Background: an optimization exercise with open tools, aiming at small area, a short achievable clock period and few clock cycles per item. Do not read the settings as production practice. The RTL was checked by simulation tests, not by an equivalence proof against the original design.

**flow/design.v**
```verilog
module INV_IP(p, x, y);
  input [5:0] p;
  wire [5:0] p;
  input [4:0] x;
  wire [4:0] x;
  output [5:0] y;
  wire [5:0] y;
  wire _0000_;
  wire _0001_;
  wire _0002_;
  wire _0003_;
  wire _0004_;
  wire _0005_;
  wire _0006_;
  wire _0007_;
  wire _0008_;
  wire _0009_;
  wire _0010_;
  wire _0011_;
  wire _0012_;
  wire _0013_;
  wire _0014_;
  wire _0015_;
  wire _0016_;
  wire _0017_;
  wire _0018_;
  wire _0019_;
  wire _0020_;
  wire _0021_;
  wire _0022_;
  wire _0023_;
  wire _0024_;
  wire _0025_;
  wire _0026_;
  wire _0027_;
  wire _0028_;
  wire _0029_;
  wire _0030_;
  wire _0031_;
  wire _0032_;
  wire _0033_;
  wire _0034_;
  wire _0035_;
  wire _0036_;
  wire _0037_;
  wire _0038_;
  wire _0039_;
  wire _0040_;
  wire _0041_;
  wire _0042_;
  wire _0043_;
  wire _0044_;
  wire _0045_;
  wire _0046_;
  wire _0047_;
  wire _0048_;
  wire _0049_;
  wire _0050_;
  wire _0051_;
  wire _0052_;
  wire _0053_;
  wire _0054_;
  wire _0055_;
  wire _0056_;
  wire _0057_;
  wire _0058_;
  wire _0059_;
  wire _0060_;
  wire _0061_;
  wire _0062_;
  wire _0063_;
  wire _0064_;
  wire _0065_;
  wire _0066_;
  wire _0067_;
  wire _0068_;
  wire _0069_;
  wire _0070_;
  wire _0071_;
  wire _0072_;
  wire _0073_;
  wire _0074_;
  wire _0075_;
  wire _0076_;
  wire _0077_;
  wire _0078_;
  wire _0079_;
  wire _0080_;
  wire _0081_;
  wire _0082_;
  wire _0083_;
  wire _0084_;
  wire _0085_;
  wire _0086_;
  wire _0087_;
  wire _0088_;
  wire _0089_;
  wire _0090_;
  wire _0091_;
  wire _0092_;
  wire _0093_;
  wire _0094_;
  wire _0095_;
  wire _0096_;
  wire _0097_;
  wire _0098_;
  wire _0099_;
  wire _0100_;
  wire _0101_;
  wire _0102_;
  wire _0103_;
  wire _0104_;
  wire _0105_;
  wire _0106_;
  wire _0107_;
  wire _0108_;
  wire _0109_;
  wire _0110_;
  wire _0111_;
  wire _0112_;
  wire _0113_;
  wire _0114_;
  wire _0115_;
  wire _0116_;
  wire _0117_;
  wire _0118_;
  wire _0119_;
  wire _0120_;
  wire _0121_;
  wire _0122_;
  wire _0123_;
  wire _0124_;
  wire _0125_;
  wire _0126_;
  wire _0127_;
  wire _0128_;
  wire _0129_;
  wire _0130_;
  wire _0131_;
  wire _0132_;
  wire _0133_;
  wire _0134_;
  wire _0135_;
  wire _0136_;
  wire _0137_;
  wire _0138_;
  wire _0139_;
  wire _0140_;
  wire _0141_;
  wire _0142_;
  wire _0143_;
  wire _0144_;
  wire _0145_;
  wire _0146_;
  wire _0147_;
  wire _0148_;
  wire _0149_;
  wire _0150_;
  wire _0151_;
  wire _0152_;
  wire _0153_;
  wire _0154_;
  wire _0155_;
  wire _0156_;
  wire _0157_;
  wire _0158_;
  wire _0159_;
  wire _0160_;
  wire _0161_;
  wire _0162_;
  wire _0163_;
  wire _0164_;
  wire _0165_;
  wire _0166_;
  wire _0167_;
  wire _0168_;
  wire _0169_;
  wire _0170_;
  wire _0171_;
  wire _0172_;
  wire _0173_;
  wire _0174_;
  wire _0175_;
  wire _0176_;
  wire _0177_;
  wire _0178_;
  wire _0179_;
  wire _0180_;
  wire _0181_;
  wire _0182_;
  wire _0183_;
  wire _0184_;
  wire _0185_;
  wire _0186_;
  wire _0187_;
  wire _0188_;
  wire _0189_;
  wire _0190_;
  wire _0191_;
  wire _0192_;
  wire _0193_;
  wire _0194_;
  wire _0195_;
  wire _0196_;
  wire _0197_;
  wire _0198_;
  wire _0199_;
  wire _0200_;
  wire _0201_;
  wire _0202_;
  wire _0203_;
  wire _0204_;
  wire _0205_;
  wire _0206_;
  wire _0207_;
  wire _0208_;
  wire _0209_;
  wire _0210_;
  wire _0211_;
  wire _0212_;
  wire _0213_;
  wire _0214_;
  wire _0215_;
  wire _0216_;
  wire _0217_;
  wire _0218_;
  wire _0219_;
  wire _0220_;
  wire _0221_;
  wire _0222_;
  wire _0223_;
  wire _0224_;
  wire _0225_;
  wire _0226_;
  wire _0227_;
  wire _0228_;
  wire _0229_;
  wire _0230_;
  wire _0231_;
  wire _0232_;
  wire _0233_;
  wire _0234_;
  wire _0235_;
  wire _0236_;
  wire _0237_;
  wire _0238_;
  wire _0239_;
  wire _0240_;
  wire _0241_;
  wire _0242_;
  wire _0243_;
  wire _0244_;
  wire _0245_;
  wire _0246_;
  wire _0247_;
  wire _0248_;
  wire _0249_;
  wire _0250_;
  wire _0251_;
  wire _0252_;
  wire _0253_;
  wire _0254_;
  wire _0255_;
  wire _0256_;
  wire _0257_;
  wire _0258_;
  wire _0259_;
  wire _0260_;
  wire _0261_;
  wire _0262_;
  wire _0263_;
  wire _0264_;
  wire _0265_;
  wire _0266_;
  wire _0267_;
  wire _0268_;
  wire _0269_;
  wire _0270_;
  wire _0271_;
  wire _0272_;
  wire _0273_;
  wire _0274_;
  wire _0275_;
  wire _0276_;
  wire _0277_;
  wire _0278_;
  wire _0279_;
  wire _0280_;
  wire _0281_;
  wire _0282_;
  wire _0283_;
  wire _0284_;
  wire _0285_;
  wire _0286_;
  wire _0287_;
  wire _0288_;
  wire _0289_;
  wire _0290_;
  wire _0291_;
  wire _0292_;
  wire _0293_;
  wire _0294_;
  wire _0295_;
  wire _0296_;
  wire _0297_;
  wire _0298_;
  wire _0299_;
  wire _0300_;
  wire _0301_;
  wire _0302_;
  wire _0303_;
  wire _0304_;
  wire _0305_;
  wire _0306_;
  wire _0307_;
  wire _0308_;
  wire _0309_;
  wire _0310_;
  wire _0311_;
  wire _0312_;
  wire _0313_;
  wire _0314_;
  wire _0315_;
  wire _0316_;
  wire _0317_;
  wire _0318_;
  wire _0319_;
  wire _0320_;
  wire _0321_;
  wire _0322_;
  wire _0323_;
  wire _0324_;
  wire _0325_;
  wire _0326_;
  wire _0327_;
  wire _0328_;
  wire _0329_;
  wire _0330_;
  wire _0331_;
  wire _0332_;
  wire _0333_;
  wire _0334_;
  wire _0335_;
  wire _0336_;
  wire _0337_;
  wire _0338_;
  wire _0339_;
  wire _0340_;
  wire _0341_;
  wire _0342_;
  wire _0343_;
  wire _0344_;
  wire _0345_;
  wire _0346_;
  wire _0347_;
  wire _0348_;
  wire _0349_;
  wire _0350_;
  wire _0351_;
  wire _0352_;
  wire _0353_;
  wire _0354_;
  wire _0355_;
  wire _0356_;
  wire _0357_;
  wire _0358_;
  wire _0359_;
  wire _0360_;
  wire _0361_;
  wire _0362_;
  wire _0363_;
  wire _0364_;
  wire _0365_;
  wire _0366_;
  wire _0367_;
  wire _0368_;
  wire _0369_;
  wire _0370_;
  wire _0371_;
  wire _0372_;
  wire _0373_;
  wire _0374_;
  wire _0375_;
  wire _0376_;
  wire _0377_;
  wire _0378_;
  wire _0379_;
  wire _0380_;
  wire _0381_;
  wire _0382_;
  wire _0383_;
  wire _0384_;
  wire _0385_;
  wire _0386_;
  wire _0387_;
  wire _0388_;
  wire _0389_;
  wire _0390_;
  wire _0391_;
  wire _0392_;
  wire _0393_;
  wire _0394_;
  wire _0395_;
  wire _0396_;
  wire _0397_;
  wire _0398_;
  wire _0399_;
  wire _0400_;
  wire _0401_;
  wire _0402_;
  wire _0403_;
  wire _0404_;
  wire _0405_;
  wire _0406_;
  wire _0407_;
  wire _0408_;
  wire _0409_;
  wire _0410_;
  wire _0411_;
  wire _0412_;
  wire _0413_;
  wire _0414_;
  wire _0415_;
  wire _0416_;
  wire _0417_;
  wire _0418_;
  wire _0419_;
  wire _0420_;
  wire _0421_;
  wire _0422_;
  wire _0423_;
  wire _0424_;
  wire _0425_;
  wire _0426_;
  wire _0427_;
  wire _0428_;
  wire _0429_;
  wire _0430_;
  wire _0431_;
  wire _0432_;
  wire _0433_;
  wire _0434_;
  wire _0435_;
  wire _0436_;
  wire _0437_;
  wire _0438_;
  wire _0439_;
  wire _0440_;
  wire _0441_;
  wire _0442_;
  wire _0443_;
  wire _0444_;
  wire _0445_;
  wire _0446_;
  wire _0447_;
  wire _0448_;
  wire _0449_;
  wire _0450_;
  wire _0451_;
  wire _0452_;
  wire _0453_;
  wire _0454_;
  wire _0455_;
  wire _0456_;
  wire _0457_;
  wire _0458_;
  wire _0459_;
  wire _0460_;
  wire _0461_;
  wire _0462_;
  wire _0463_;
  wire _0464_;
  wire _0465_;
  wire _0466_;
  wire _0467_;
  wire _0468_;
  wire _0469_;
  wire _0470_;
  wire _0471_;
  wire _0472_;
  wire _0473_;
  wire _0474_;
  wire _0475_;
  wire _0476_;
  wire _0477_;
  wire _0478_;
  wire _0479_;
  wire _0480_;
  wire _0481_;
  wire _0482_;
  wire _0483_;
  wire _0484_;
  wire _0485_;
  wire _0486_;
  wire _0487_;
  wire _0488_;
  wire _0489_;
  wire _0490_;
  wire _0491_;
  wire _0492_;
  wire _0493_;
  wire _0494_;
  wire _0495_;
  wire _0496_;
  wire _0497_;
  wire _0498_;
  wire _0499_;
  wire _0500_;
  wire _0501_;
  wire _0502_;
  wire _0503_;
  wire _0504_;
  wire _0505_;
  wire _0506_;
  wire _0507_;
  wire _0508_;
  wire _0509_;
  wire _0510_;
  wire _0511_;
  wire _0512_;
  wire _0513_;
  wire _0514_;
  wire _0515_;
  wire _0516_;
  wire _0517_;
  wire _0518_;
  wire _0519_;
  wire _0520_;
  wire _0521_;
  wire _0522_;
  wire _0523_;
  wire _0524_;
  wire _0525_;
  wire _0526_;
  wire _0527_;
  wire _0528_;
  wire _0529_;
  wire _0530_;
  wire _0531_;
  wire _0532_;
  wire _0533_;
  wire _0534_;
  wire _0535_;
  wire _0536_;
  wire _0537_;
  wire _0538_;
  wire _0539_;
  wire _0540_;
  wire _0541_;
  wire _0542_;
  wire _0543_;
  wire _0544_;
  wire _0545_;
  wire _0546_;
  wire _0547_;
  wire _0548_;
  assign _0079_ = ~x[3];
  assign _0090_ = ~x[4];
  assign _0101_ = p[1] & p[0];
  assign _0112_ = _0101_ & ~(p[2]);
  assign _0123_ = p[3] & ~(p[2]);
  assign _0134_ = _0101_ & _0123_;
  assign _0145_ = x[2] | x[1];
  assign _0156_ = ~(x[2] | x[0]);
  assign _0167_ = x[0] | _0145_;
  assign _0178_ = x[2] & ~(x[0]);
  assign _0188_ = x[3] & ~(_0178_);
  assign _0199_ = ~(_0167_ & _0188_);
  assign _0210_ = x[1] & ~(x[0]);
  assign _0221_ = x[0] | ~(x[1]);
  assign _0232_ = _0079_ & _0221_;
  assign _0243_ = x[2] | ~(x[1]);
  assign _0254_ = ~(_0079_ & _0243_);
  assign _0265_ = _0210_ | _0254_;
  assign _0276_ = x[4] & _0199_;
  assign _0286_ = ~(_0265_ & _0276_);
  assign _0297_ = x[2] & x[0];
  assign _0308_ = x[2] ? x[0] : x[1];
  assign _0319_ = ~(_0079_ & _0308_);
  assign _0330_ = x[1] & x[0];
  assign _0341_ = _0090_ & ~(_0330_);
  assign _0352_ = ~(_0319_ & _0341_);
  assign _0363_ = ~(_0286_ & _0352_);
  assign _0374_ = ~(_0134_ & _0363_);
  assign _0384_ = p[4] & _0374_;
  assign _0395_ = x[0] & ~(x[1]);
  assign _0406_ = x[2] | ~(x[0]);
  assign _0417_ = x[2] | _0210_;
  assign _0428_ = x[1] ^ x[0];
  assign _0439_ = x[2] | _0428_;
  assign _0450_ = _0079_ | _0439_;
  assign _0461_ = ~(x[2] & x[1]);
  assign _0471_ = _0395_ | ~(x[2]);
  assign _0482_ = x[2] & x[3];
  assign _0493_ = _0395_ | ~(_0482_);
  assign _0504_ = ~(_0450_ & _0493_);
  assign _0507_ = ~(x[4] & _0504_);
  assign _0508_ = ~(x[1] & _0297_);
  assign _0509_ = x[4] & _0508_;
  assign _0510_ = x[4] & ~(x[3]);
  assign _0511_ = ~(_0508_ & _0510_);
  assign _0512_ = p[0] & ~(p[1]);
  assign _0513_ = p[2] & p[0];
  assign _0514_ = p[2] & _0512_;
  assign _0515_ = _0514_ & ~(p[3]);
  assign _0516_ = x[2] & ~(x[3]);
  assign _0517_ = ~(x[0] & x[3]);
  assign _0518_ = x[3] ? x[0] : x[2];
  assign _0519_ = _0330_ | ~(_0518_);
  assign _0520_ = ~(_0090_ & _0519_);
  assign _0521_ = _0515_ & _0520_;
  assign _0522_ = _0511_ & _0521_;
  assign _0523_ = ~(_0507_ & _0522_);
  assign _0524_ = x[3] & _0406_;
  assign _0525_ = x[1] | ~(x[2]);
  assign _0526_ = x[1] | ~(_0178_);
  assign _0527_ = ~(_0524_ & _0526_);
  assign _0528_ = _0210_ | _0471_;
  assign _0529_ = _0527_ | ~(_0508_);
  assign _0530_ = x[2] | _0221_;
  assign _0531_ = x[3] & ~(_0297_);
  assign _0532_ = ~(_0530_ & _0531_);
  assign _0533_ = _0090_ ? _0532_ : _0529_;
  assign _0534_ = _0079_ & ~(_0330_);
  assign _0535_ = _0090_ & _0525_;
  assign _0536_ = ~(_0534_ & _0535_);
  assign _0537_ = _0471_ & _0510_;
  assign _0538_ = p[3] & _0514_;
  assign _0539_ = _0538_ & ~(_0537_);
  assign _0540_ = _0536_ & _0539_;
  assign _0541_ = ~(_0533_ & _0540_);
  assign _0542_ = _0523_ & _0541_;
  assign _0543_ = ~(_0384_ & _0542_);
  assign _0544_ = x[1] | ~(_0297_);
  assign _0545_ = x[3] & _0544_;
  assign _0546_ = ~(x[3] & _0544_);
  assign _0547_ = ~(_0417_ & _0545_);
  assign _0548_ = _0510_ & ~(_0156_);
  assign _0000_ = ~(_0528_ & _0548_);
  assign _0001_ = p[2] & _0101_;
  assign _0002_ = p[2] & p[3];
  assign _0003_ = _0101_ & _0002_;
  assign _0004_ = ~(x[3] | x[4]);
  assign _0005_ = _0090_ & _0221_;
  assign _0006_ = _0221_ & _0004_;
  assign _0007_ = ~(_0544_ & _0006_);
  assign _0008_ = _0546_ & _0007_;
  assign _0009_ = _0003_ & _0008_;
  assign _0010_ = ~(_0000_ & _0009_);
  assign _0011_ = _0510_ & ~(x[1]);
  assign _0012_ = ~(_0516_ | _0011_);
  assign _0013_ = _0515_ & _0012_;
  assign _0014_ = x[4] & ~(_0395_);
  assign _0015_ = x[2] | _0395_;
  assign _0016_ = _0090_ | _0015_;
  assign _0017_ = ~(_0090_ & _0178_);
  assign _0018_ = ~(_0079_ & _0461_);
  assign _0019_ = _0017_ & ~(_0018_);
  assign _0020_ = ~(_0016_ & _0019_);
  assign _0021_ = ~(_0530_ & _0545_);
  assign _0022_ = _0134_ & _0021_;
  assign _0023_ = ~(_0020_ & _0022_);
  assign _0024_ = ~(x[4] & _0178_);
  assign _0025_ = ~(_0232_ & _0024_);
  assign _0026_ = _0512_ & ~(p[2]);
  assign _0027_ = _0123_ & _0512_;
  assign _0028_ = x[3] & _0461_;
  assign _0029_ = _0027_ & ~(_0028_);
  assign _0030_ = ~(_0025_ & _0029_);
  assign _0031_ = ~(_0547_ & _0013_);
  assign _0032_ = _0030_ & _0031_;
  assign _0033_ = _0023_ & _0032_;
  assign _0034_ = ~(_0010_ & _0033_);
  assign _0035_ = p[4] | _0034_;
  assign _0036_ = p[5] & _0543_;
  assign _0037_ = ~(_0035_ & _0036_);
  assign _0038_ = p[4] & ~(p[5]);
  assign _0039_ = ~(_0526_ & _0534_);
  assign _0040_ = _0145_ & _0461_;
  assign _0041_ = ~(x[3] & _0040_);
  assign _0042_ = x[0] | ~(_0145_);
  assign _0043_ = x[0] | _0041_;
  assign _0044_ = ~(_0039_ & _0043_);
  assign _0045_ = ~(_0514_ & _0044_);
  assign _0046_ = x[3] & ~(x[1]);
  assign _0047_ = _0428_ | ~(_0516_);
  assign _0048_ = _0079_ ? _0528_ : x[1];
  assign _0049_ = _0145_ & _0001_;
  assign _0050_ = ~(_0048_ & _0049_);
  assign _0051_ = ~(_0045_ & _0050_);
  assign _0052_ = _0079_ & ~(_0395_);
  assign _0053_ = ~(x[1] | _0178_);
  assign _0054_ = ~(_0040_ & _0052_);
  assign _0055_ = ~(_0221_ & _0531_);
  assign _0056_ = _0001_ & _0055_;
  assign _0057_ = ~(_0054_ & _0056_);
  assign _0058_ = _0156_ & _0046_;
  assign _0059_ = ~(_0026_ & _0058_);
  assign _0060_ = ~(x[1] & _0112_);
  assign _0061_ = _0112_ & ~(_0508_);
  assign _0062_ = _0059_ & ~(_0061_);
  assign _0063_ = ~(_0057_ & _0062_);
  assign _0064_ = p[3] ? _0051_ : _0063_;
  assign _0065_ = ~(_0038_ & _0064_);
  assign y[4] = ~(_0037_ & _0065_);
  assign _0066_ = ~(_0090_ & _0145_);
  assign _0067_ = _0145_ & _0004_;
  assign _0068_ = ~(x[1] & _0178_);
  assign _0069_ = x[0] ? x[2] : _0461_;
  assign _0070_ = ~(_0067_ & _0069_);
  assign _0071_ = ~(x[2] | x[3]);
  assign _0072_ = ~(_0014_ & _0071_);
  assign _0073_ = x[0] ? x[1] : x[2];
  assign _0074_ = x[3] & _0073_;
  assign _0075_ = ~(_0005_ & _0074_);
  assign _0076_ = _0072_ & _0075_;
  assign _0077_ = x[2] | ~(_0330_);
  assign _0078_ = _0243_ | _0517_;
  assign _0080_ = x[1] & ~(x[3]);
  assign _0081_ = ~(_0406_ & _0080_);
  assign _0082_ = ~(_0078_ & _0081_);
  assign _0083_ = ~(_0090_ & _0082_);
  assign _0084_ = x[3] & _0015_;
  assign _0085_ = ~(x[4] & _0221_);
  assign _0086_ = _0084_ | _0085_;
  assign _0087_ = x[1] | x[0];
  assign _0088_ = ~(x[2] & _0087_);
  assign _0089_ = ~(x[2] & _0428_);
  assign _0091_ = _0428_ & _0482_;
  assign _0092_ = p[3] & _0070_;
  assign _0093_ = _0076_ & _0092_;
  assign _0094_ = ~(_0507_ & _0093_);
  assign _0095_ = ~(p[3] | _0091_);
  assign _0096_ = _0086_ & _0095_;
  assign _0097_ = ~(_0083_ & _0096_);
  assign _0098_ = ~(_0094_ & _0097_);
  assign _0099_ = ~(p[4] & _0098_);
  assign _0100_ = ~(x[3] & _0439_);
  assign _0102_ = _0330_ | ~(x[2]);
  assign _0103_ = ~(_0548_ & _0102_);
  assign _0104_ = ~(_0232_ & _0535_);
  assign _0105_ = ~(p[3] | p[4]);
  assign _0106_ = _0104_ & _0105_;
  assign _0107_ = _0103_ & _0106_;
  assign _0108_ = ~(_0100_ & _0107_);
  assign _0109_ = ~(_0099_ & _0108_);
  assign _0110_ = ~(_0514_ & _0109_);
  assign _0111_ = p[3] & ~(p[4]);
  assign _0113_ = _0003_ & ~(p[4]);
  assign _0114_ = _0532_ & _0113_;
  assign _0115_ = ~(_0330_ & _0071_);
  assign _0116_ = x[3] | ~(x[0]);
  assign _0117_ = ~(_0395_ & _0516_);
  assign _0118_ = x[4] ? _0117_ : _0115_;
  assign _0119_ = ~(_0114_ & _0118_);
  assign _0120_ = ~(_0090_ & _0156_);
  assign _0121_ = _0052_ & ~(_0297_);
  assign _0122_ = ~(_0120_ & _0121_);
  assign _0124_ = ~(_0188_ & _0077_);
  assign _0125_ = _0512_ & _0124_;
  assign _0126_ = ~(_0122_ & _0125_);
  assign _0127_ = _0079_ & _0077_;
  assign _0128_ = ~(_0088_ & _0127_);
  assign _0129_ = _0090_ & _0101_;
  assign _0130_ = _0129_ & ~(_0084_);
  assign _0131_ = ~(_0128_ & _0130_);
  assign _0132_ = _0101_ & ~(_0482_);
  assign _0133_ = ~(_0014_ & _0132_);
  assign _0135_ = _0126_ & _0133_;
  assign _0136_ = _0131_ & _0135_;
  assign _0137_ = p[4] | _0136_;
  assign _0138_ = _0254_ | ~(_0544_);
  assign _0139_ = x[3] & _0525_;
  assign _0140_ = ~(_0439_ & _0139_);
  assign _0141_ = ~(_0138_ & _0140_);
  assign _0142_ = ~(_0090_ & _0141_);
  assign _0143_ = x[2] | _0330_;
  assign _0144_ = x[1] | ~(_0116_);
  assign _0146_ = _0143_ & _0144_;
  assign _0147_ = ~(x[4] & _0146_);
  assign _0148_ = p[4] & _0101_;
  assign _0149_ = _0147_ & _0148_;
  assign _0150_ = ~(_0142_ & _0149_);
  assign _0151_ = ~(_0137_ & _0150_);
  assign _0152_ = ~(_0123_ & _0151_);
  assign _0153_ = _0110_ & _0152_;
  assign _0154_ = ~(_0119_ & _0153_);
  assign _0155_ = ~(p[5] & _0154_);
  assign _0157_ = _0079_ ? _0077_ : _0439_;
  assign _0158_ = ~(_0026_ & _0157_);
  assign _0159_ = ~(_0112_ & _0053_);
  assign _0160_ = x[3] ? x[0] : x[1];
  assign _0161_ = _0001_ & ~(_0524_);
  assign _0162_ = ~(_0254_ & _0161_);
  assign _0163_ = _0158_ & _0162_;
  assign _0164_ = _0159_ & _0163_;
  assign _0165_ = p[3] | _0164_;
  assign _0166_ = _0330_ | ~(_0139_);
  assign _0168_ = ~(_0428_ & _0516_);
  assign _0169_ = _0512_ & _0168_;
  assign _0170_ = _0166_ & _0169_;
  assign _0171_ = ~(_0002_ & _0170_);
  assign _0172_ = x[3] & _0068_;
  assign _0173_ = ~(_0417_ & _0172_);
  assign _0174_ = _0516_ | ~(_0173_);
  assign _0175_ = ~(_0003_ & _0174_);
  assign _0176_ = _0171_ & _0175_;
  assign _0177_ = ~(_0165_ & _0176_);
  assign _0179_ = ~(_0038_ & _0177_);
  assign _0180_ = ~(x[1] | _0297_);
  assign _0181_ = ~(_0112_ & _0180_);
  assign _0182_ = _0053_ | ~(_0068_);
  assign _0183_ = ~(_0514_ & _0182_);
  assign _0184_ = ~(_0181_ & _0183_);
  assign _0185_ = _0111_ & ~(p[5]);
  assign _0186_ = ~(_0184_ & _0185_);
  assign _0187_ = _0179_ & _0186_;
  assign y[3] = ~(_0155_ & _0187_);
  assign _0189_ = x[2] | ~(_0395_);
  assign _0190_ = ~(_0471_ & _0189_);
  assign _0191_ = ~(x[3] & _0190_);
  assign _0192_ = ~(_0068_ & _0127_);
  assign _0193_ = x[4] & _0192_;
  assign _0194_ = ~(_0191_ & _0193_);
  assign _0195_ = _0079_ & _0530_;
  assign _0196_ = ~(_0535_ & _0195_);
  assign _0197_ = _0090_ & _0087_;
  assign _0198_ = ~(_0028_ & _0197_);
  assign _0200_ = _0196_ & _0198_;
  assign _0201_ = ~(_0194_ & _0200_);
  assign _0202_ = ~(_0134_ & _0201_);
  assign _0203_ = x[4] & _0102_;
  assign _0204_ = ~(_0127_ & _0203_);
  assign _0205_ = x[3] & _0167_;
  assign _0206_ = ~(x[4] & _0205_);
  assign _0207_ = ~(x[0] | _0482_);
  assign _0208_ = _0066_ | _0207_;
  assign _0209_ = _0515_ & _0208_;
  assign _0211_ = _0206_ & _0209_;
  assign _0212_ = ~(_0204_ & _0211_);
  assign _0213_ = _0145_ | ~(_0116_);
  assign _0214_ = ~(_0509_ & _0213_);
  assign _0215_ = x[3] ? _0525_ : _0221_;
  assign _0216_ = x[4] | _0215_;
  assign _0217_ = ~(_0214_ & _0216_);
  assign _0218_ = ~(_0538_ & _0217_);
  assign _0219_ = _0212_ & _0218_;
  assign _0220_ = ~(_0202_ & _0219_);
  assign _0222_ = x[2] ? _0395_ : _0330_;
  assign _0223_ = ~(_0510_ & _0222_);
  assign _0224_ = x[4] | _0018_;
  assign _0225_ = _0512_ & _0224_;
  assign _0226_ = _0191_ & _0225_;
  assign _0227_ = ~(_0223_ & _0226_);
  assign _0228_ = _0395_ | ~(_0188_);
  assign _0229_ = _0073_ | ~(_0004_);
  assign _0230_ = ~(x[4] & _0071_);
  assign _0231_ = _0228_ & _0230_;
  assign _0233_ = _0101_ & _0231_;
  assign _0234_ = ~(_0229_ & _0233_);
  assign _0235_ = ~(_0227_ & _0234_);
  assign _0236_ = ~(_0123_ & _0235_);
  assign _0237_ = ~(_0510_ & _0087_);
  assign _0238_ = _0040_ | _0237_;
  assign _0239_ = _0461_ | ~(_0004_);
  assign _0240_ = _0178_ | ~(_0046_);
  assign _0241_ = _0239_ & _0240_;
  assign _0242_ = _0238_ & _0241_;
  assign _0244_ = ~(_0515_ & _0242_);
  assign _0245_ = _0090_ | _0039_;
  assign _0246_ = _0517_ & _0003_;
  assign _0247_ = _0245_ & _0246_;
  assign _0248_ = ~(_0196_ & _0247_);
  assign _0249_ = _0244_ & _0248_;
  assign _0250_ = ~(_0236_ & _0249_);
  assign _0251_ = p[4] ? _0220_ : _0250_;
  assign _0252_ = ~(_0058_ | _0091_);
  assign _0253_ = _0001_ & _0252_;
  assign _0255_ = ~(_0039_ & _0253_);
  assign _0256_ = x[2] | ~(_0087_);
  assign _0257_ = _0071_ | ~(_0256_);
  assign _0258_ = ~(_0112_ & _0257_);
  assign _0259_ = _0026_ & _0040_;
  assign _0260_ = ~(_0406_ & _0259_);
  assign _0261_ = _0258_ & _0260_;
  assign _0262_ = _0255_ & _0261_;
  assign _0263_ = p[3] | _0262_;
  assign _0264_ = ~(_0068_ & _0084_);
  assign _0266_ = x[3] | _0040_;
  assign _0267_ = _0538_ & _0116_;
  assign _0268_ = _0266_ & _0267_;
  assign _0269_ = ~(_0264_ & _0268_);
  assign _0270_ = ~(_0003_ & _0078_);
  assign _0271_ = _0127_ | _0270_;
  assign _0272_ = _0269_ & _0271_;
  assign _0273_ = ~(_0263_ & _0272_);
  assign _0274_ = ~(p[4] & _0273_);
  assign _0275_ = p[1] | ~(x[0]);
  assign _0277_ = x[1] & _0275_;
  assign _0278_ = _0513_ & _0105_;
  assign _0279_ = ~(_0277_ & _0278_);
  assign _0280_ = ~(_0308_ & _0514_);
  assign _0281_ = ~(_0060_ & _0280_);
  assign _0282_ = ~(_0111_ & _0281_);
  assign _0283_ = _0279_ & _0282_;
  assign _0284_ = ~(_0274_ & _0283_);
  assign y[2] = p[5] ? _0251_ : _0284_;
  assign _0285_ = ~(_0450_ & _0461_);
  assign _0287_ = ~(_0001_ & _0285_);
  assign _0288_ = x[3] | _0145_;
  assign _0289_ = _0112_ & _0288_;
  assign _0290_ = ~(_0077_ & _0289_);
  assign _0291_ = ~(_0026_ & _0073_);
  assign _0292_ = _0290_ & _0291_;
  assign _0293_ = _0287_ & _0292_;
  assign _0294_ = p[3] | _0293_;
  assign _0295_ = ~(x[3] & _0189_);
  assign _0296_ = _0101_ & _0116_;
  assign _0298_ = _0018_ & _0296_;
  assign _0299_ = ~(_0295_ & _0298_);
  assign _0300_ = ~(_0319_ & _0512_);
  assign _0301_ = _0074_ | _0300_;
  assign _0302_ = ~(_0299_ & _0301_);
  assign _0303_ = ~(_0002_ & _0302_);
  assign _0304_ = ~(_0294_ & _0303_);
  assign _0305_ = ~(p[4] & _0304_);
  assign _0306_ = _0221_ & _0514_;
  assign _0307_ = _0112_ | _0306_;
  assign _0309_ = ~(_0105_ & _0307_);
  assign _0310_ = _0079_ & ~(_0042_);
  assign _0311_ = ~(_0461_ & _0310_);
  assign _0312_ = x[4] & _0311_;
  assign _0313_ = ~(_0173_ & _0312_);
  assign _0314_ = ~(_0178_ & _0046_);
  assign _0315_ = ~(_0265_ & _0314_);
  assign _0316_ = ~(_0090_ & _0315_);
  assign _0317_ = p[3] & _0316_;
  assign _0318_ = ~(_0313_ & _0317_);
  assign _0320_ = _0079_ & ~(_0156_);
  assign _0321_ = ~(_0087_ & _0320_);
  assign _0322_ = ~(_0524_ & _0525_);
  assign _0323_ = _0321_ & _0322_;
  assign _0324_ = ~(x[4] & _0323_);
  assign _0325_ = _0004_ & _0077_;
  assign _0326_ = ~(_0089_ & _0325_);
  assign _0327_ = _0005_ & _0028_;
  assign _0328_ = ~(p[3] | _0327_);
  assign _0329_ = _0326_ & _0328_;
  assign _0331_ = ~(_0324_ & _0329_);
  assign _0332_ = _0514_ & _0318_;
  assign _0333_ = ~(_0331_ & _0332_);
  assign _0334_ = _0090_ ? _0189_ : _0077_;
  assign _0335_ = ~(x[3] & _0334_);
  assign _0336_ = x[0] ? x[2] : x[1];
  assign _0337_ = ~(_0079_ & _0336_);
  assign _0338_ = _0134_ & _0337_;
  assign _0339_ = ~(_0335_ & _0338_);
  assign _0340_ = p[4] & _0339_;
  assign _0342_ = ~(_0333_ & _0340_);
  assign _0343_ = ~(_0510_ & _0256_);
  assign _0344_ = _0322_ & _0343_;
  assign _0345_ = _0178_ | _0344_;
  assign _0346_ = ~(_0007_ & _0345_);
  assign _0347_ = ~(_0134_ & _0346_);
  assign _0348_ = ~(_0188_ & _0535_);
  assign _0349_ = _0027_ & _0348_;
  assign _0350_ = x[2] | ~(_0232_);
  assign _0351_ = ~(_0203_ & _0350_);
  assign _0353_ = _0349_ & _0351_;
  assign _0354_ = ~(_0326_ & _0353_);
  assign _0355_ = ~(_0537_ & _0189_);
  assign _0356_ = ~(_0004_ & _0222_);
  assign _0357_ = ~(x[3] & _0143_);
  assign _0358_ = _0515_ & _0357_;
  assign _0359_ = _0356_ & _0358_;
  assign _0360_ = ~(_0355_ & _0359_);
  assign _0361_ = _0354_ & _0360_;
  assign _0362_ = ~(_0535_ & _0127_);
  assign _0364_ = ~(_0531_ & _0015_);
  assign _0365_ = ~(x[1] & _0510_);
  assign _0366_ = _0003_ & _0365_;
  assign _0367_ = _0364_ & _0366_;
  assign _0368_ = _0362_ & _0367_;
  assign _0369_ = ~(p[4] | _0368_);
  assign _0370_ = _0361_ & _0369_;
  assign _0371_ = ~(_0347_ & _0370_);
  assign _0372_ = p[5] & _0342_;
  assign _0373_ = ~(_0371_ & _0372_);
  assign _0375_ = ~(_0112_ & _0042_);
  assign _0376_ = ~(_0514_ & _0073_);
  assign _0377_ = ~(_0375_ & _0376_);
  assign _0378_ = ~(_0111_ & _0377_);
  assign _0379_ = _0309_ & _0378_;
  assign _0380_ = _0305_ & _0379_;
  assign _0381_ = p[5] | _0380_;
  assign y[1] = ~(_0373_ & _0381_);
  assign _0382_ = _0297_ | ~(_0288_);
  assign _0383_ = _0382_ | ~(_0450_);
  assign _0385_ = ~(_0090_ & _0383_);
  assign _0386_ = ~(_0312_ & _0314_);
  assign _0387_ = p[3] & _0386_;
  assign _0388_ = ~(_0385_ & _0387_);
  assign _0389_ = _0090_ & ~(_0195_);
  assign _0390_ = ~(_0173_ & _0389_);
  assign _0391_ = x[4] & ~(_0534_);
  assign _0392_ = ~(_0264_ & _0391_);
  assign _0393_ = _0390_ & _0392_;
  assign _0394_ = p[3] | ~(_0393_);
  assign _0396_ = _0514_ & _0394_;
  assign _0397_ = ~(_0388_ & _0396_);
  assign _0398_ = _0534_ | ~(_0297_);
  assign _0399_ = ~(_0428_ & _0071_);
  assign _0400_ = x[4] & _0399_;
  assign _0401_ = ~(_0398_ & _0400_);
  assign _0402_ = _0066_ | _0160_;
  assign _0403_ = _0134_ & _0402_;
  assign _0404_ = ~(_0401_ & _0403_);
  assign _0405_ = p[4] & _0404_;
  assign _0407_ = ~(_0397_ & _0405_);
  assign _0408_ = ~(_0210_ & _0071_);
  assign _0409_ = _0090_ | _0408_;
  assign _0410_ = _0041_ & _0409_;
  assign _0411_ = _0101_ & ~(_0004_);
  assign _0412_ = _0101_ & ~(_0180_);
  assign _0413_ = _0411_ | _0412_;
  assign _0414_ = ~(_0410_ & _0413_);
  assign _0415_ = ~(_0078_ & _0169_);
  assign _0416_ = ~(_0414_ & _0415_);
  assign _0418_ = ~(_0123_ & _0416_);
  assign _0419_ = ~(_0439_ & _0510_);
  assign _0420_ = ~(_0439_ & _0537_);
  assign _0421_ = _0003_ & ~(_0482_);
  assign _0422_ = _0070_ & _0421_;
  assign _0423_ = ~(_0420_ & _0422_);
  assign _0424_ = ~(_0528_ & _0067_);
  assign _0425_ = _0508_ & ~(_0237_);
  assign _0426_ = _0515_ & ~(_0425_);
  assign _0427_ = _0424_ & _0426_;
  assign _0429_ = _0527_ & _0427_;
  assign _0430_ = ~(p[4] | _0429_);
  assign _0431_ = _0423_ & _0430_;
  assign _0432_ = ~(_0418_ & _0431_);
  assign _0433_ = p[5] & _0432_;
  assign _0434_ = ~(_0407_ & _0433_);
  assign _0435_ = ~(_0330_ & _0514_);
  assign _0436_ = ~(_0060_ & _0435_);
  assign _0437_ = ~(_0111_ & _0436_);
  assign _0438_ = ~(_0221_ & _0278_);
  assign _0440_ = _0437_ & _0438_;
  assign _0441_ = p[5] | _0440_;
  assign _0442_ = _0026_ & _0168_;
  assign _0443_ = ~(_0252_ & _0442_);
  assign _0444_ = ~(_0071_ | _0087_);
  assign _0445_ = ~(_0112_ & _0444_);
  assign _0446_ = ~(_0544_ & _0115_);
  assign _0447_ = ~(_0001_ & _0446_);
  assign _0448_ = _0443_ & _0447_;
  assign _0449_ = _0445_ & _0448_;
  assign _0451_ = p[3] | _0449_;
  assign _0452_ = _0101_ & ~(_0310_);
  assign _0453_ = ~(_0529_ & _0452_);
  assign _0454_ = _0493_ & _0408_;
  assign _0455_ = _0512_ & _0047_;
  assign _0456_ = ~(_0454_ & _0455_);
  assign _0457_ = ~(_0453_ & _0456_);
  assign _0458_ = ~(_0002_ & _0457_);
  assign _0459_ = ~(_0451_ & _0458_);
  assign _0460_ = ~(_0038_ & _0459_);
  assign _0462_ = _0441_ & _0460_;
  assign y[0] = ~(_0434_ & _0462_);
  assign _0463_ = _0090_ | _0189_;
  assign _0464_ = _0079_ & _0508_;
  assign _0465_ = ~(_0463_ & _0464_);
  assign _0466_ = ~(_0105_ & _0465_);
  assign _0467_ = _0172_ | _0466_;
  assign _0468_ = x[0] ? _0525_ : _0145_;
  assign _0469_ = ~(_0510_ & _0468_);
  assign _0470_ = _0516_ ? _0395_ : _0210_;
  assign _0472_ = _0210_ | _0295_;
  assign _0473_ = x[4] ? _0472_ : _0470_;
  assign _0474_ = ~(_0469_ & _0473_);
  assign _0475_ = ~(p[3] & _0474_);
  assign _0476_ = _0079_ | _0222_;
  assign _0477_ = _0510_ & ~(_0526_);
  assign _0478_ = ~(_0325_ | _0477_);
  assign _0479_ = _0476_ & _0478_;
  assign _0480_ = p[3] | _0479_;
  assign _0481_ = p[4] & _0480_;
  assign _0483_ = ~(_0475_ & _0481_);
  assign _0484_ = ~(_0467_ & _0483_);
  assign _0485_ = ~(_0514_ & _0484_);
  assign _0486_ = _0524_ | ~(_0288_);
  assign _0487_ = ~(_0493_ & _0486_);
  assign _0488_ = _0090_ ? _0487_ : _0048_;
  assign _0489_ = ~(_0148_ & _0488_);
  assign _0490_ = _0512_ & ~(_0205_);
  assign _0491_ = ~(_0419_ & _0490_);
  assign _0492_ = _0079_ ? _0395_ : _0178_;
  assign _0494_ = ~(_0411_ & _0492_);
  assign _0495_ = ~(_0491_ & _0494_);
  assign _0496_ = _0526_ & _0004_;
  assign _0497_ = ~(p[4] | _0496_);
  assign _0498_ = ~(_0495_ & _0497_);
  assign _0499_ = ~(_0489_ & _0498_);
  assign _0500_ = ~(_0123_ & _0499_);
  assign _0501_ = _0357_ | ~(_0088_);
  assign _0502_ = ~(_0000_ & _0501_);
  assign _0503_ = ~(_0113_ & _0502_);
  assign _0505_ = _0500_ & _0503_;
  assign _0506_ = ~(_0485_ & _0505_);
  assign y[5] = p[5] & _0506_;
endmodule
module EC_TOP(
    clk, rst_n, in_valid,
    in_Px, in_Py, in_Qx, in_Qy, in_prime, in_a,
    out_valid, out_Rx, out_Ry
);
    input clk, rst_n, in_valid;
    input [6-1:0] in_Px, in_Py, in_Qx, in_Qy, in_prime, in_a;
    output reg out_valid;
    output reg [6-1:0] out_Rx, out_Ry;
    reg c1, c2, c3, c4;
    always @(posedge clk or negedge rst_n) begin
        if (!rst_n) begin
            c1 <= 1'b0; c2 <= 1'b0; c3 <= 1'b0; c4 <= 1'b0; out_valid <= 1'b0;
        end else begin
            c1 <= in_valid;
            c2 <= c1;
            c3 <= c2;
            c4 <= c3;
            out_valid <= c4;
        end
    end
    reg [5:0] p, px, py, qx, qy, ca;
    always @(posedge clk) begin
        if (in_valid) begin
            p  <= in_prime;
            px <= in_Px;
            py <= in_Py;
            qx <= in_Qx;
            qy <= in_Qy;
            ca <= in_a;
        end
    end
    wire dbl = (px == qx);
    wire [7:0] d    = dbl ? ({1'b0, py, 1'b0} - {2'b0, p}) : ({2'b0, qx} - {2'b0, px});
    wire       dneg = d[7];
    wire [5:0] dabs = dneg ? (6'd0 - d[5:0]) : d[5:0];
    wire [6:0] dcmp = {1'b0, p} - {dabs, 1'b0};         
    wire       fold = dcmp[6];
    wire [5:0] xh   = fold ? (p - dabs) : dabs;
    wire [5:0] jh;
    INV_IP u_inv (.p(p), .x(xh[4:0]), .y(jh));
    wire [5:0] jv   = (dneg ^ fold) ? (p - jh) : jh;
    reg  [5:0] ra, rb;           
    reg  [7:0] mx;
    reg  [5:0] my;
    reg  [6:0] mc;
    reg  [6:0] mk;
    always @(*) begin
        mx = 8'd0; my = 6'd0; mc = 7'd0; mk = 7'd0;
        if (c1) begin
            mx = dbl ? ({2'b0, px} + {1'b0, px, 1'b0}) : 8'd0;
            my = px;
            mc = dbl ? {1'b0, ca} : ({1'b0, qy} + {1'b0, p} - {1'b0, py});
        end
        if (c2) begin
            mx = {2'b0, ra};
            my = rb;
        end
        if (c3) begin
            mx = {2'b0, ra};
            my = ra;
            mk = {p, 1'b0} - {1'b0, px} - {1'b0, qx};
        end
        if (c4) begin
            mx = {2'b0, px} + {2'b0, p} - {2'b0, out_Rx};
            my = rb;
            mk = {1'b0, p} - {1'b0, py};
        end
    end
    wire [8:0] sa [0:6];
    wire [8:0] sb [0:6];
    assign sa[0] = {2'b0, mc};
    assign sb[0] = 9'd0;
    genvar i;
    generate
        for (i = 0; i < 6; i = i + 1) begin : it
            wire [8:0] v3 = my[i] ? {1'b0, mx} : 9'd0;
            wire       m  = sa[i][0] ^ sb[i][0] ^ v3[0];
            wire [8:0] v4 = m ? {3'b0, p} : 9'd0;
            wire [8:0] s1 = sa[i] ^ sb[i] ^ v3;
            wire [8:0] k1 = (sa[i] & sb[i]) | (sa[i] & v3) | (sb[i] & v3);
            wire [8:0] c1s = {k1[7:0], 1'b0};
            wire [8:0] s2 = s1 ^ c1s ^ v4;
            wire [8:0] k2 = (s1 & c1s) | (s1 & v4) | (c1s & v4);
            assign sa[i+1] = {1'b0, s2[8:1]};
            assign sb[i+1] = k2;
        end
    endgenerate
    wire [8:0] r   = sa[6] + sb[6] + {2'b0, mk};           
    wire [8:0] r1  = r - {3'b0, p};
    wire [8:0] r2  = r - {2'b0, p, 1'b0};
    wire [8:0] r3  = r - ({3'b0, p} + {2'b0, p, 1'b0});
    wire [5:0] res = !r3[8] ? r3[5:0] : !r2[8] ? r2[5:0] : !r1[8] ? r1[5:0] : r[5:0];
    wire [6:0] e1 = {ra, 1'b0};
    wire [5:0] f1 = (e1 >= {1'b0, p}) ? (e1 - {1'b0, p}) : e1[5:0];
    wire [6:0] e2 = {f1, 1'b0};
    wire [5:0] f2 = (e2 >= {1'b0, p}) ? (e2 - {1'b0, p}) : e2[5:0];
    wire [6:0] e3 = {f2, 1'b0};
    wire [5:0] f3 = (e3 >= {1'b0, p}) ? (e3 - {1'b0, p}) : e3[5:0];
    always @(posedge clk) begin
        if (c1) begin
            ra <= res;
            rb <= jv;
        end
        if (c2) ra <= res;
        if (c3) begin
            rb <= f3;
            out_Rx <= res;
        end
        if (c4) out_Ry <= res;
    end
endmodule
```
**flow/run.sh**
```bash
#!/bin/bash
# synth_recipe.tcl (not shown) runs the flow's synth.tcl, then flattens the netlist and writes it again
# the make line also repeats each setting of config.mk as NAME=value (left out here)
make -C /OpenROAD-flow-scripts/flow DESIGN_CONFIG=/design/flow/config.mk WORK_HOME=/design/flow/orfs CLKGATE_MAP_FILE= SYNTH_SCRIPT=/design/flow/synth_recipe.tcl finish
```
**flow/config.mk**
```make
export PLATFORM = sky130hd
export DESIGN_NAME = EC_TOP
export DESIGN_NICKNAME = EC_TOP
export VERILOG_FILES = /design/flow/design.v
export SDC_FILE = /design/flow/constraint.sdc
export NUM_CORES = 4
export LEC_CHECK = 0
export CAP_MARGIN = 20
export CORE_MARGIN = 2
export CORE_UTILIZATION = 40
export SLEW_MARGIN = 20
```
**flow/constraint.sdc**
```tcl
create_clock -name core_clock -period 44.0 [get_ports {clk}]
set_input_delay 8.8000 -clock core_clock [delete_from_list [all_inputs] [get_ports {clk}]]
set_output_delay 8.8000 -clock core_clock [all_outputs]
set_load 0.01 [all_outputs]
```
==> summary.txt <==
per-stage QoR:
stage                     hold slack, ns  utilization  setup WS (ns)  cells
after global placement             0.522        0.435          29.52   1897
final                              0.552        0.445          29.04   1913
after global routing               0.551        0.445          28.10   1913
after detailed placement           0.522        0.435          29.18   1897
after floorplan                    0.393            -          30.40   1472
after CTS                          0.539        0.445          29.09   1913
per-layer routing:
| layer | share of wire | vias up | global-route usage |
|---|---|---|---|
| met3 | 0.087 | 110 | 0.0557 |
| met5 | 0 | - | 0 |
| met4 | 0.031 | 0 | 0.0810 |
| met1 | 0.45 | 5597 | 0.359 |
| met2 | 0.44 | 559 | 0.403 |
| li1 | - | 5305 | - |
worst max-delay path, delay by kind of cell (launching register included):
kind	cells	cell delay (ns)
AOI/OAI and AO/OA	6	1.40
xor gates and xnor gates	1	0.53
adders and majority gates	18	8.63
buffers and inverters	7	0.49
DFF	1	0.46
muxes	1	0.42
and+or+nand+nor	14	2.75
final cells by class:
type	count	area share
well taps	402	0.0359
clock inverters	6	0.00651
multi-input cells	1172	0.705
inverters	180	0.0482
clock buffers	10	0.0163
repair buffers	78	0.0505
flip-flops and latches	65	0.137
logic make-up (layout without fill, tap and decap cells):
family / after synthesis / count (layout)
adders and majority gates: 258 / 258
xor gates and xnor gates: 76 / 76
and+or+nand+nor: 400 / 400
DFF: 65 / 65
AOI/OAI and AO/OA: 406 / 406
muxes: 32 / 32
buffers and inverters: 235 / 274
worst max path at each step:
stage          startpoint         to  cells after the start
3_3_place_gp        px[1]  out_Rx[1]                     47
2_1_floorplan        p[1]  out_Rx[1]                     45
4_1_cts             px[1]  out_Rx[1]                     47
6_report            px[1]  out_Rx[1]                     47
3_5_place_dp        px[1]  out_Rx[1]                     47
5_1_grt             px[1]  out_Rx[1]                     47
sequential cells by signal, indices dropped and copies added, names as in the netlist:
signal     flops
rb             6
p              6
c2             1
ca             6
out_Rx         6
ra             6
qy             6
c1             1
c3             1
qx             6
px             6
py             6
out_valid      1
c4             1
out_Ry         6
layout by cell type (no fill, tap or decap), types with 35 or more instances in the layout:
| master | synthesis | layout |
|---|---|---|
| inv_1 | 176 | 176 |
| ha_1 | 149 | 149 |
| nand2_1 | 129 | 129 |
| fa_1 | 109 | 109 |
| a21oi_1 | 89 | 89 |
| nor2_1 | 85 | 84 |
| o21ai_0 | 62 | 62 |
| edfxtp_1 | 60 | 60 |
| xnor2_1 | 53 | 53 |
| clkdlybuf4s50_1 | 0 | 50 |
| nand2b_1 | 37 | 37 |
| a21o_1 | 35 | 35 |
==> qor.txt <==
Status = complete, no violations
Simple-gate portion of the synthesized area = 0.154
Final setup fails = 0
DR vias/cell = 6.05
Wire length of the first global-routing pass = 66400 um
Register area share after synthesis = 0.151
R2r worst-path depth = 47
Slowest stage cell, crit path = o21ai_0
Syn Nets = 1769
Vias = 11.6k
Post-synthesis xor/xnor area fraction = 0.0522
Fin crit share = 0.340
I/O Pins = 52
Critical path data required time = 44.10 ns
Syn Area/Cell = 8.66 um^2
Drt pass-1 iters = 6
Worst setup EP type = flop
Register area = 1930 um^2
Worst endpoint data arrival time = 15.06 ns
Post-synthesis compound-gate area fraction = 0.224
FF-to-FF End = out_Rx[1]
Multi-input gate area = 9890 um^2
EDFF count, synth = 60
Post-CTS Setup Bufs = 0
Mapped Area = 12700 um^2
Die W = 182 um
Synth top cells by count = 176 x inv_1, 149 x ha_1, 129 x nand2_1, 109 x fa_1, 89 x a21oi_1
Total global-route track usage = 0.259
Seq cells post-synth = 65
Root buf cell = clkbuf_16
Post-cts hold buffer count = 0
Multiplexer area fraction after synthesis = 0.0274
Total grt overflow = 0
Adder-cell share of the synthesized area = 0.318
Max Slew Vio Count = 0
Clock Skews = 0.00608 ns
Leading area contributor after synthesis = fa_1
Largest family of logic cells by synthesized area = adder cells
Post-Synthesis Cells = 1472
TritonCTS clock tree = yes
Half-perimeter wire length after placement = 33000 um
DRC = 0
CTS sink cnt = 65
CORE AREA = 31500 um^2
Synth warnings = 1
Max clock buf depth = 2
Clk slew on worst S/H paths = 0.06 ns
Worst reg2reg startpoint = px[1]
Synth cell types = 92
Crit path launch type = flop
Unrepaired setup endpoints after global routing = false
Most numerous cell in the Yosys netlist = inv_1
Die height = 182 um
Largest cells by area after synthesis = fa_1 17%, ha_1 15%, edfxtp_1 14%
Yosys top cell area share = 0.171
Worst Hold Path EP = c3
Hold Path Stages = 0
Final WL = 42700 um
Worst-path fanout max = 11
Hold path start = c2
CP Class = reg2reg
Max stage delay on crit path = 0.68 ns
R2R setup slack = 29.04 ns
Hold Vio Cnt, Final = 0
Relative slew slack = 0.323
Antenna Violating Nets Remaining = 0
Ratio of cells with drive above 1 in the final layout = 0.0589
Die area = 33300 um^2
Initial Utilization = 0.405
Design Area, Final = 14000 um^2
Antenna violations before repair = 0
Synth Flop Type = edfxtp_1
Vias in the first global route = 11.5k
Min Tclk post-route = 14.96 ns
RD Place Congestion = 1.02
ANT cells = 0
Largest net degree at the start of global routing = 46
TritonCTS Buffers = 9
Number of fill cells = 3105
Hold/Removal Path Class = reg2reg
Number of cell rows = 65
Insertion delay to the later sink of the worst-skew pair = 0.35 ns
FMAX = 0.0668 GHz
Worst-Margin Slew = 1.02 ns
Cell Area, Placed = 13700 um^2
H-Tree Depth = 3
Initial DRC Count = 1011
FFs w/ async S/R, synth = 0.0769
Sum Neg Setup Slack = 0 ns
IO buf count = 51
Nets = 1803
Syn-to-layout area delta = 10.0%
Maxcap violations = 0
Wirelength per Cell = 22.3 um
Most frequent CP cell = fa_1
Quantity of gates resized following cts = 0
Testbench counts, summed over its fixed seeds: cycles 95,992, items 16,000.

==> afterwards: timing with drivers on the ports <==
In the flow no input, the clock included, has a driving cell. The finished layout below was timed again as built, in two steps.
Step 1: set_driving_cell puts a clkbuf_16 on clk and a buf_2 on each other input, an assumption about the parent block.
Step 2, shift: input delay + t, output delay - t, t = (earliest + latest rising clock arrival at the registers) / 2. This alone moves slack from input paths to output paths.
Slacks: ideal / step 1 / step 2; pairs: ideal / step 1.
t (ns): 0.390
setup WS [ns]: 29.038 / 29.038 / 29.038
hold WS [ns]: 0.552 / 0.552 / 0.552
worst setup path at the end: register to register
cell pins on the clock port's net: 1
After both steps this run still meets setup and hold. The setup slack of this run moves by 0.000 ns with the drivers and by 0.000 ns with both steps.
